Source: an optimization exercise on an open RTL-to-GDS flow (aim: small area, a short achievable clock period and few clock cycles per item). Production flows keep margins and buffers that such runs may drop.

// skinny_top
module skinny_top (
   output [127:0] cipher_o,
   output reg     done_o,
   input  [127:0] input_i, key_i, tweak1_i, tweak2_i,
   input          clk_i, rst_i, start_i
   ) ;
   reg [127:0] state, tk1, tk2, tk3;
   reg [5:0]   rc;
   wire [127:0] s  [0:1];
   wire [127:0] t1 [0:1];
   wire [127:0] t2 [0:1];
   wire [127:0] t3 [0:1];
   wire [5:0]   c  [0:1];
   assign cipher_o = state;
   assign s[0] = state;
   assign t1[0] = tk1;
   assign t2[0] = tk2;
   assign t3[0] = tk3;
   assign c[0] = rc;
   genvar g;
   generate for (g = 0; g < 1; g = g + 1) begin : rnd
      skinny_round r (.so(s[g+1]), .si(s[g]), .t1(t1[g]), .t2(t2[g]), .t3(t3[g]), .rc(c[g]));
Size: about 1900 cells after synthesis, ~520 flip-flops, ~640 I/O pins, ~23000 um^2 of cells after synthesis.
==> module skinny_top, before the edit <==
module skinny_top (
   output [127:0] cipher_o,
   output reg     done_o,
   input  [127:0] input_i, key_i, tweak1_i, tweak2_i,
   input          clk_i, rst_i, start_i
   ) ;
   reg [127:0] state, tk1, tk2, tk3;
   reg [5:0]   rc;
   wire [127:0] s  [0:1];
   wire [127:0] t1 [0:1];
   wire [127:0] t2 [0:1];
   wire [127:0] t3 [0:1];
   wire [5:0]   c  [0:1];
   assign cipher_o = state;
   assign s[0] = state;
   assign t1[0] = tk1;
   assign t2[0] = tk2;
   assign t3[0] = tk3;
   assign c[0] = rc;
   genvar g;
   generate for (g = 0; g < 1; g = g + 1) begin : rnd
      skinny_round r (.so(s[g+1]), .si(s[g]), .t1(t1[g]), .t2(t2[g]), .t3(t3[g]), .rc(c[g]));
      skinny_tks ts (.t1o(t1[g+1]), .t2o(t2[g+1]), .t3o(t3[g+1]), .t1(t1[g]), .t2(t2[g]), .t3(t3[g]));
      assign c[g+1] = {c[g][4:0], c[g][5]^c[g][4]^1'b1};
   end endgenerate
   always @(posedge clk_i) begin
      if (!rst_i) begin
         done_o <= 1'b1;
         rc <= 6'h01;
      end else if (start_i) begin
         done_o <= 1'b0;
         rc <= 6'h01;
      end else begin
         rc <= c[1];
         if (rc == 6'h1a) done_o <= 1'b1;
      end
   end
   always @(posedge clk_i) begin
      if (start_i) state <= input_i;
      else if (!done_o) state <= s[1];
   end
   always @(posedge clk_i) begin
      if (start_i) begin
         tk1 <= tweak1_i;
         tk2 <= tweak2_i;
         tk3 <= key_i;
      end else begin
         tk1 <= t1[1];
         tk2 <= t2[1];
         tk3 <= t3[1];
      end
   end
endmodule
make LEC_CHECK=0 CAP_MARGIN=20 CORE_MARGIN=2 CORE_UTILIZATION=40 SETUP_SLACK_MARGIN=5 SLEW_MARGIN=20 finish   # period 10.0 ns
run.sh (not shown) runs the stock make flow with config.mk's settings and CLKGATE_MAP_FILE= SYNTH_SCRIPT=/design/flow/synth_recipe.tcl, a recipe that flattens the netlist after the stock synthesis.
Next try:
--- a/flow/design.v
+++ b/flow/design.v
@@ -7,9 +7,9 @@
    reg [127:0] state, tk1, tk2, tk3;
    reg [5:0]   rc;
-   wire [127:0] s  [0:1];
-   wire [127:0] t1 [0:1];
-   wire [127:0] t2 [0:1];
-   wire [127:0] t3 [0:1];
-   wire [5:0]   c  [0:1];
+   wire [127:0] s  [0:2];
+   wire [127:0] t1 [0:2];
+   wire [127:0] t2 [0:2];
+   wire [127:0] t3 [0:2];
+   wire [5:0]   c  [0:2];
    assign cipher_o = state;
    assign s[0] = state;
@@ -19,5 +19,5 @@
    assign c[0] = rc;
    genvar g;
-   generate for (g = 0; g < 1; g = g + 1) begin : rnd
+   generate for (g = 0; g < 2; g = g + 1) begin : rnd
       skinny_round r (.so(s[g+1]), .si(s[g]), .t1(t1[g]), .t2(t2[g]), .t3(t3[g]), .rc(c[g]));
       skinny_tks ts (.t1o(t1[g+1]), .t2o(t2[g+1]), .t3o(t3[g+1]), .t1(t1[g]), .t2(t2[g]), .t3(t3[g]));
@@ -32,11 +32,11 @@
          rc <= 6'h01;
       end else begin
-         rc <= c[1];
-         if (rc == 6'h1a) done_o <= 1'b1;
+         rc <= c[2];
+         if (rc == 6'h2d) done_o <= 1'b1;
       end
    end
    always @(posedge clk_i) begin
       if (start_i) state <= input_i;
-      else if (!done_o) state <= s[1];
+      else if (!done_o) state <= s[2];
    end
    always @(posedge clk_i) begin
@@ -46,7 +46,7 @@
          tk3 <= key_i;
       end else begin
-         tk1 <= t1[1];
-         tk2 <= t2[1];
-         tk3 <= t3[1];
+         tk1 <= t1[2];
+         tk2 <= t2[2];
+         tk3 <= t3[2];
       end
    end
After rerunning:
- The new run completed without violations
- worst hold slack improved by 0.061 ns
- first-iteration DRC count rose by 98%
- final cell count rose by 32%
- critical path depth rose by 12
- sequential share of layout area fell by 6.9 points
- clock skew rose by 0.053 ns
No functional check of the RTL was part of any run of this note.

[separate check: timing with driven ports]
How much do the figures lean on ideal ports? The routed layouts below were timed once more, with nothing changed but the port constraints. Step 1 (the two cells are an assumption about what drives the block):
set clk [get_ports {clk_i}]
set_driving_cell -lib_cell sky130_fd_sc_hd__clkbuf_16 $clk
set_driving_cell -lib_cell sky130_fd_sc_hd__buf_2 [delete_from_list [all_inputs] $clk]
Step 2 times the ports against the registers' clock, not the clock port: input delays grow and output delays shrink by t, the midpoint of the rising clock arrivals with the driver on. Three values: no drivers, after step 1, after step 2; two values: the first two.
| run | t (ns) | setup slack, ns | worst hold slack (ns) | worst setup path after step 2 |
|---|---|---|---|---|
| the first run | 0.673 | 5.802 / 5.814 / 5.141 | 0.438 / 0.438 / 0.438 | input to register |
| the second run | 0.715 | 5.073 / 5.073 / 4.647 | 0.499 / 0.499 / 0.499 | input to register |
After both steps every run listed still meets setup and hold. The setup slack of the first run, which loses most, moves by +0.012 ns with the drivers and by -0.661 ns with both steps.
